Background: an optimization exercise with open tools, aiming at small area and a short achievable clock period. Do not read the settings as production practice. The clock port is modelled as an ideal driver; clocking choices that lean on that would not hold on a real chip. Power is estimated from default activity; no workload was simulated.

Setup of maple:
## fifo
module fifo
#
(
	parameter		depth = 60,
	parameter		width = 8
)
(
	input				clk,
	input				rst_n,
	input				wr_en,
	input	[width-1:0]	data_in,
	input				rd_en,
	output	[width-1:0]	data_out,
	output				full,
	output				empty
);
Size in the first run: roughly 1500 cells after synthesis, roughly 22 I/O pins.
export LEC_CHECK = 0
export CAP_MARGIN = 20
export CORE_MARGIN = 2
export CORE_UTILIZATION = 65
export CTS_CLUSTER_DIAMETER = 60
export CTS_CLUSTER_SIZE = 30
export SETUP_SLACK_MARGIN = 1.55
export SLEW_MARGIN = 20
create_clock -name core_clock -period 3.2 [get_ports {clk}]
standard.sh (not shown) runs the stock make flow with config.mk's settings and CLKGATE_MAP_FILE= SYNTH_SCRIPT=/design/flow/synth_recipe.tcl, a recipe that flattens the netlist after the stock synthesis.
==> flow/flow/run.sh <==
#!/bin/bash
set -euo pipefail
export POST_CTS_TCL="$PWD/flow/post_cts.tcl"
bash standard.sh > standard.log 2>&1
==> flow/flow/post_cts.tcl <==
set block [ord::get_db_block]
set removed 0
foreach inst [$block getInsts] {
  if {![string match "clkbuf_0_*" [$inst getName]]} { continue }
  set in_net ""
  set out_net ""
  foreach it [$inst getITerms] {
    if {[$it isInputSignal]} { set in_net [$it getNet] }
    if {[$it isOutputSignal]} { set out_net [$it getNet] }
  }
  if {$in_net eq "" || $out_net eq "" || [$in_net getName] ne "clk"} { continue }
  set loads {}
  foreach it [$out_net getITerms] {
    if {[$it getInst] ne $inst} { lappend loads $it }
  }
  set port_loads 0
  foreach it [$in_net getITerms] { incr port_loads }
  set after [expr {$port_loads - 1 + [llength $loads]}]
  if {$after > 4} {
    puts "post_cts: keeping [$inst getName]: the clock port would drive $after pins"
    continue
  }
  puts "post_cts: removing [$inst getName] ([[$inst getMaster] getName]); the clock port now drives $after pins"
  foreach it $loads {
    $it disconnect
    $it connect $in_net
  }
  foreach it [$inst getITerms] { $it disconnect }
  odb::dbInst_destroy $inst
  odb::dbNet_destroy $out_net
  incr removed
}
if {$removed} {
  estimate_parasitics -placement
  repair_timing_helper
  detailed_placement
  check_placement -verbose
  report_clock_latency
}
maple: done, clean on timing, DRC and antenna
Relative to maple, the following input files were edited for birch:
Settings: swapping 1.55 for 1.62 in SETUP_SLACK_MARGIN.
Results
- Design internal power, maple and birch: smaller value in maple
- Endpoint required time on the critical path in birch is 0.02 ns above maple.
- Met1 capacity usage during global routing (higher): birch
- birch vs maple, share of power burned in the clock network went up by 0.3 points.
No functional check of the RTL was part of any run of this note.

---

## sierra
The RTL this note starts from:
==> flow/design.v <==
`timescale 1ns / 1ps
module fifo
#
(
	parameter		depth = 60,
	parameter		width = 8
)
(
	input				clk,
	input				rst_n,
	input				wr_en,
	input	[width-1:0]	data_in,
	input				rd_en,
	output	[width-1:0]	data_out,
	output				full,
	output				empty
);
localparam		rows = depth / 4;		 
reg	[width-1:0]	bank0	[rows-1:0];
reg	[width-1:0]	bank1	[rows-1:0];
reg	[width-1:0]	bank2	[rows-1:0];
reg	[width-1:0]	bank3	[rows-1:0];
reg	[1:0]		wbank;			 
reg	[1:0]		rbank;			 
reg	[3:0]		wen;			 
reg	[3:0]		n0, n1, n2, n3;	 
reg				full_o;			 
reg				nempty_o;		 
reg				full_i;			 
reg				nempty;			 
reg	[3:0]		s0, s1, s2, s3;	 
reg	[1:0]		sn0, sn1, sn2, sn3;	 
reg	[width-1:0]	bq0, bq1, bq2, bq3;	 
reg	[width-1:0]	last_in;		 
reg				fresh;			 
reg	[3:0]		osel;			 
reg	[width-1:0]	rdata;
function [1:0] inc2;
	input [1:0] b;
	begin
		case(b)
		2'd0: inc2 = 2'd1;
		2'd1: inc2 = 2'd2;
		2'd2: inc2 = 2'd3;
		2'd3: inc2 = 2'd0;
		endcase
	end
endfunction
function [3:0] onehot;
	input [1:0] b;
	begin
		case(b)
		2'd0: onehot = 4'b0001;
		2'd1: onehot = 4'b0010;
		2'd2: onehot = 4'b0100;
		2'd3: onehot = 4'b1000;
		endcase
	end
endfunction
wire			push = wr_en & ~full_i;
wire			pop  = rd_en & nempty;
wire	[3:0]	wr_k = { 4{ wr_en}} & wen;			 
wire	[3:0]	rd_k = { 4{ pop}}  & onehot(rbank);	 
wire	[1:0]	wbank_n = push ? inc2(wbank) : wbank;
wire	[1:0]	rbank_n = pop  ? inc2(rbank) : rbank;
wire	[3:0]	one_k  = { (n3 == 4'd1) && (n0 == 4'd0), (n2 == 4'd1) && (n3 == 4'd0),
			   (n1 == 4'd1) && (n2 == 4'd0), (n0 == 4'd1) && (n1 == 4'd0)};
wire	[3:0]	most_k = { (n3 == rows-1) && (n0 == rows), (n2 == rows-1) && (n3 == rows),
			   (n1 == rows-1) && (n2 == rows), (n0 == rows-1) && (n1 == rows)};
wire			one  = one_k[rbank];
wire			most = most_k[wbank];
wire			empty_n = push ? 1'b0 : (pop ? one : ~nempty);
wire			full_n  = pop  ? 1'b0 : (push ? most : full_i);
wire			fresh_n = push & (~nempty | (pop & one));
function [3:0] inc4;
	input [3:0] n;
	begin
		case(n)
		4'd0: inc4 = 4'd1;
		4'd1: inc4 = 4'd2;
		4'd2: inc4 = 4'd3;
		4'd3: inc4 = 4'd4;
		4'd4: inc4 = 4'd5;
		4'd5: inc4 = 4'd6;
		4'd6: inc4 = 4'd7;
		4'd7: inc4 = 4'd8;
		4'd8: inc4 = 4'd9;
		4'd9: inc4 = 4'd10;
		4'd10: inc4 = 4'd11;
		4'd11: inc4 = 4'd12;
		4'd12: inc4 = 4'd13;
		4'd13: inc4 = 4'd14;
		4'd14: inc4 = 4'd15;
		4'd15: inc4 = 4'd0;
		endcase
	end
endfunction
function [3:0] dec4;
	input [3:0] n;
	begin
		case(n)
		4'd0: dec4 = 4'd15;
		4'd1: dec4 = 4'd0;
		4'd2: dec4 = 4'd1;
		4'd3: dec4 = 4'd2;
		4'd4: dec4 = 4'd3;
		4'd5: dec4 = 4'd4;
		4'd6: dec4 = 4'd5;
		4'd7: dec4 = 4'd6;
		4'd8: dec4 = 4'd7;
		4'd9: dec4 = 4'd8;
		4'd10: dec4 = 4'd9;
		4'd11: dec4 = 4'd10;
		4'd12: dec4 = 4'd11;
		4'd13: dec4 = 4'd12;
		4'd14: dec4 = 4'd13;
		4'd15: dec4 = 4'd14;
		endcase
	end
endfunction
function [3:0] count_k;
	input [3:0] n;
	input       up;
	input       dn;
	begin
		count_k = (up & ~dn) ? inc4(n) : (dn & ~up) ? dec4(n) : n;
	end
endfunction
wire	[3:0]	n0_n = count_k(n0, wr_k[0], rd_k[0]);
wire	[3:0]	n1_n = count_k(n1, wr_k[1], rd_k[1]);
wire	[3:0]	n2_n = count_k(n2, wr_k[2], rd_k[2]);
wire	[3:0]	n3_n = count_k(n3, wr_k[3], rd_k[3]);
always@(posedge clk or negedge rst_n)
begin
	if(!rst_n) begin
		wbank    <= 2'd0;
		rbank    <= 2'd0;
		wen      <= 4'b0001;
		n0       <= 4'd0;
		n1       <= 4'd0;
		n2       <= 4'd0;
		n3       <= 4'd0;
		full_o   <= 1'b0;
		nempty_o <= 1'b0;
		full_i   <= 1'b0;
		nempty   <= 1'b0;
	end else begin
		wbank    <= wbank_n;
		rbank    <= rbank_n;
		wen      <= full_n ? 4'b0000 : onehot(wbank_n);
		n0       <= n0_n;
		n1       <= n1_n;
		n2       <= n2_n;
		n3       <= n3_n;
		full_o   <= ~pop & (push ? most : full_o);
		nempty_o <= push | (pop ? ~one : nempty_o);
		full_i   <= full_n;
		nempty   <= ~empty_n;
	end
end
integer i;
always@(posedge clk)
begin
	if(wr_k[0]) begin
		for(i = rows-1; i > 0; i = i - 1)
			bank0[i] <= bank0[i-1];
		bank0[0] <= data_in;
	end
	if(wr_k[1]) begin
		for(i = rows-1; i > 0; i = i - 1)
			bank1[i] <= bank1[i-1];
		bank1[0] <= data_in;
	end
	if(wr_k[2]) begin
		for(i = rows-1; i > 0; i = i - 1)
			bank2[i] <= bank2[i-1];
		bank2[0] <= data_in;
	end
	if(wr_k[3]) begin
		for(i = rows-1; i > 0; i = i - 1)
			bank3[i] <= bank3[i-1];
		bank3[0] <= data_in;
	end
end
wire	[16*width-1:0]	flat0, flat1, flat2, flat3;
genvar g;
generate
	for(g = 0; g < 16; g = g + 1) begin : flat
		assign flat0[g*width +: width] = bank0[(g == 0) ? 0 : g-1];
		assign flat1[g*width +: width] = bank1[(g == 0) ? 0 : g-1];
		assign flat2[g*width +: width] = bank2[(g == 0) ? 0 : g-1];
		assign flat3[g*width +: width] = bank3[(g == 0) ? 0 : g-1];
	end
endgenerate
wire	[3:0]	t0 = { s0[3:2], ~sn0};
wire	[3:0]	t1 = { s1[3:2], ~sn1};
wire	[3:0]	t2 = { s2[3:2], ~sn2};
wire	[3:0]	t3 = { s3[3:2], ~sn3};
wire	[width-1:0]	rd0 = { flat0[t0*width+4 +: 4], flat0[s0*width +: 4]};
wire	[width-1:0]	rd1 = { flat1[t1*width+4 +: 4], flat1[s1*width +: 4]};
wire	[width-1:0]	rd2 = { flat2[t2*width+4 +: 4], flat2[s2*width +: 4]};
wire	[width-1:0]	rd3 = { flat3[t3*width+4 +: 4], flat3[s3*width +: 4]};
always@(posedge clk)
begin
	s0      <= n0_n;
	s1      <= n1_n;
	s2      <= n2_n;
	s3      <= n3_n;
	sn0     <= ~n0_n[1:0];
	sn1     <= ~n1_n[1:0];
	sn2     <= ~n2_n[1:0];
	sn3     <= ~n3_n[1:0];
	bq0     <= rd0;
	bq1     <= rd1;
	bq2     <= rd2;
	bq3     <= rd3;
	last_in <= data_in;
	fresh   <= fresh_n;
	osel    <= fresh_n ? 4'b0000 : onehot(rbank_n);
end
always@(posedge clk)
begin
	rdata <= ({ width{ fresh}} & last_in)
	       | ({ width{ osel[0]}} & bq0) | ({ width{ osel[1]}} & bq1)
	       | ({ width{ osel[2]}} & bq2) | ({ width{ osel[3]}} & bq3);
end
assign	data_out = rdata;
assign	empty    = ~nempty_o;
assign	full     = full_o;
endmodule
export LEC_CHECK = 0
export CAP_MARGIN = 20
export CORE_MARGIN = 2
export CORE_UTILIZATION = 65
export CTS_CLUSTER_DIAMETER = 60
export CTS_CLUSTER_SIZE = 30
export SETUP_SLACK_MARGIN = 1.55
export SLEW_MARGIN = 20
create_clock -name core_clock -period 3.2 [get_ports {clk}]
Scripts as last shown in full above: flow/flow/run.sh, flow/flow/post_cts.tcl
Modified inputs, violet compared to sierra
- a change of SETUP_SLACK_MARGIN from 1.55 to 1.47
==> flow/run.sh (new file) <==
#!/bin/bash
# synth_recipe.tcl (not shown) runs the flow's synth.tcl, then flattens the netlist and writes it again
# the make line also repeats each setting of config.mk as NAME=value (left out here)
make -C /OpenROAD-flow-scripts/flow DESIGN_CONFIG=/design/flow/config.mk WORK_HOME=/design/flow/orfs CLKGATE_MAP_FILE= SYNTH_SCRIPT=/design/flow/synth_recipe.tcl finish
removed: flow/flow/run.sh
removed: flow/flow/post_cts.tcl
removed: flow/standard.sh
==> comparison <==
Relative to sierra, worst stage delay on the critical path has decreased by 120 ps in violet. Critical path startpoint = nempty_o: violet; critical path startpoint = n1[1]: sierra. Between violet and sierra, the area of all sequential standard cells figures differ only marginally. [compare] base=sierra new=violet: per-cell via count in the routed design was more or less identical; portion of the clock cycle consumed by the worst path in the final layout higher. violet against sierra: total power -0.32 mW, critical path data arrival time -840 ps, total number of vias -136. The endpoint of the most critical setup path comes out full_o in one run and empty in the other, namely in sierra and violet respectively.
> inputs changed (violet -> amber)
- swapping 1.47 for 1.45 in SETUP_SLACK_MARGIN
## What came out
Going from violet to amber, first-iteration DRC count moved down, first-pass GRT wire length level, placer's final routability congestion estimate level.
Critical path depth in cells: amber > violet
Type of the worst setup path: flip-flop to flip-flop -> amber, flip-flop to primary output -> violet
amber vs violet, worst setup slack went down by 14 ps.
Reported for violet and amber, antenna diode instance count turned out identical to the last digit.
| setup skew after layout | violet vs amber | ≈ equal |
--- input diff amber..xenon ---
- a change of SETUP_SLACK_MARGIN from 1.45 to 1.5
==> flow/flow/run.sh (new file) <==
#!/bin/bash
set -euo pipefail
export POST_CTS_TCL="$PWD/flow/post_cts.tcl"
bash standard.sh > standard.log 2>&1
==> flow/flow/post_cts.tcl (new file) <==
set block [ord::get_db_block]
set removed 0
foreach inst [$block getInsts] {
  if {![string match "clkbuf_0_*" [$inst getName]]} { continue }
  set in_net ""
  set out_net ""
  foreach it [$inst getITerms] {
    if {[$it isInputSignal]} { set in_net [$it getNet] }
    if {[$it isOutputSignal]} { set out_net [$it getNet] }
  }
  if {$in_net eq "" || $out_net eq "" || [$in_net getName] ne "clk"} { continue }
  set loads {}
  foreach it [$out_net getITerms] {
    if {[$it getInst] ne $inst} { lappend loads $it }
  }
  set port_loads 0
  foreach it [$in_net getITerms] { incr port_loads }
  set after [expr {$port_loads - 1 + [llength $loads]}]
  if {$after > 4} {
    puts "post_cts: keeping [$inst getName]: the clock port would drive $after pins"
    continue
  }
  puts "post_cts: removing [$inst getName] ([[$inst getMaster] getName]); the clock port now drives $after pins"
  foreach it $loads {
    $it disconnect
    $it connect $in_net
  }
  foreach it [$inst getITerms] { $it disconnect }
  odb::dbInst_destroy $inst
  odb::dbNet_destroy $out_net
  incr removed
}
if {$removed} {
  estimate_parasitics -placement
  repair_timing_helper
  detailed_placement
  check_placement -verbose
  report_clock_latency
}
==> flow/standard.sh (new file) <==
#!/bin/bash
# synth_recipe.tcl (not shown) runs the flow's synth.tcl, then flattens the netlist and writes it again
# the make line also repeats each setting of config.mk as NAME=value (left out here)
make -C /OpenROAD-flow-scripts/flow DESIGN_CONFIG=/design/flow/config.mk WORK_HOME=/design/flow/orfs CLKGATE_MAP_FILE= SYNTH_SCRIPT=/design/flow/synth_recipe.tcl "${@:-finish}"
removed: flow/run.sh
## What came out
- In the reports for amber and xenon, the larger combinational group share of total power belongs to xenon.
- amber has a lower power than xenon.
- Comparing post-layout instance area for amber and xenon, the bigger number came from xenon.
- Global-route usage | xenon above amber
- Re met1 routing resource usage after global routing: xenon is 0.32 points up on amber.
- Final design utilization (xenon over amber): increase, 0.37 points
Function was not checked in any run of this note: the RTL went through the layout flow alone.

==> static timing again, ports no longer ideal <==
Ports are ideal in the flow. The routed layouts listed here were re-timed in OpenROAD.
Step 1 assumes that a clkbuf_16 drives the clock port and a buf_2 every other input.
Step 2 adds t to the input delays and takes it off the output delays; t is the mean of the earliest and latest rising clock arrival at the registers after step 1. Input paths then give back, and output paths get back, about the clock's delay inside the block.
a / b / c = no drivers / after step 1 / after step 2; a / b = the first two.
run | shift t [ns] | setup WS [ns] | hold WS [ns] | worst setup path after step 2 | latest minus earliest clock arrival (ns)
maple | 0.474 | 1.483 / 1.483 / 1.112 | 0.255 / 0.176 / 0.441 | input to register | 0.035 / 0.035
birch | 0.477 | 1.388 / 1.393 / 1.000 | 0.271 / 0.183 / 0.433 | input to register | 0.028 / 0.028
sierra | 0.470 | 1.472 / 1.472 / 1.189 | 0.434 / 0.434 / 0.434 | input to register | 0.027 / 0.027
violet | 0.589 | 1.420 / 1.365 / 0.953 | 0.434 / 0.434 / 0.434 | input to register | 0.026 / 0.027
amber | 0.591 | 1.405 / 1.374 / 1.049 | 0.434 / 0.434 / 0.434 | input to register | 0.027 / 0.027
xenon | 0.471 | 1.460 / 1.460 / 1.075 | 0.435 / 0.435 / 0.435 | input to register | 0.028 / 0.028
After both steps setup and hold are still met in every run listed. For violet, which loses most, drivers alone change the setup slack by -0.055 ns; drivers and shift together by -0.467 ns.
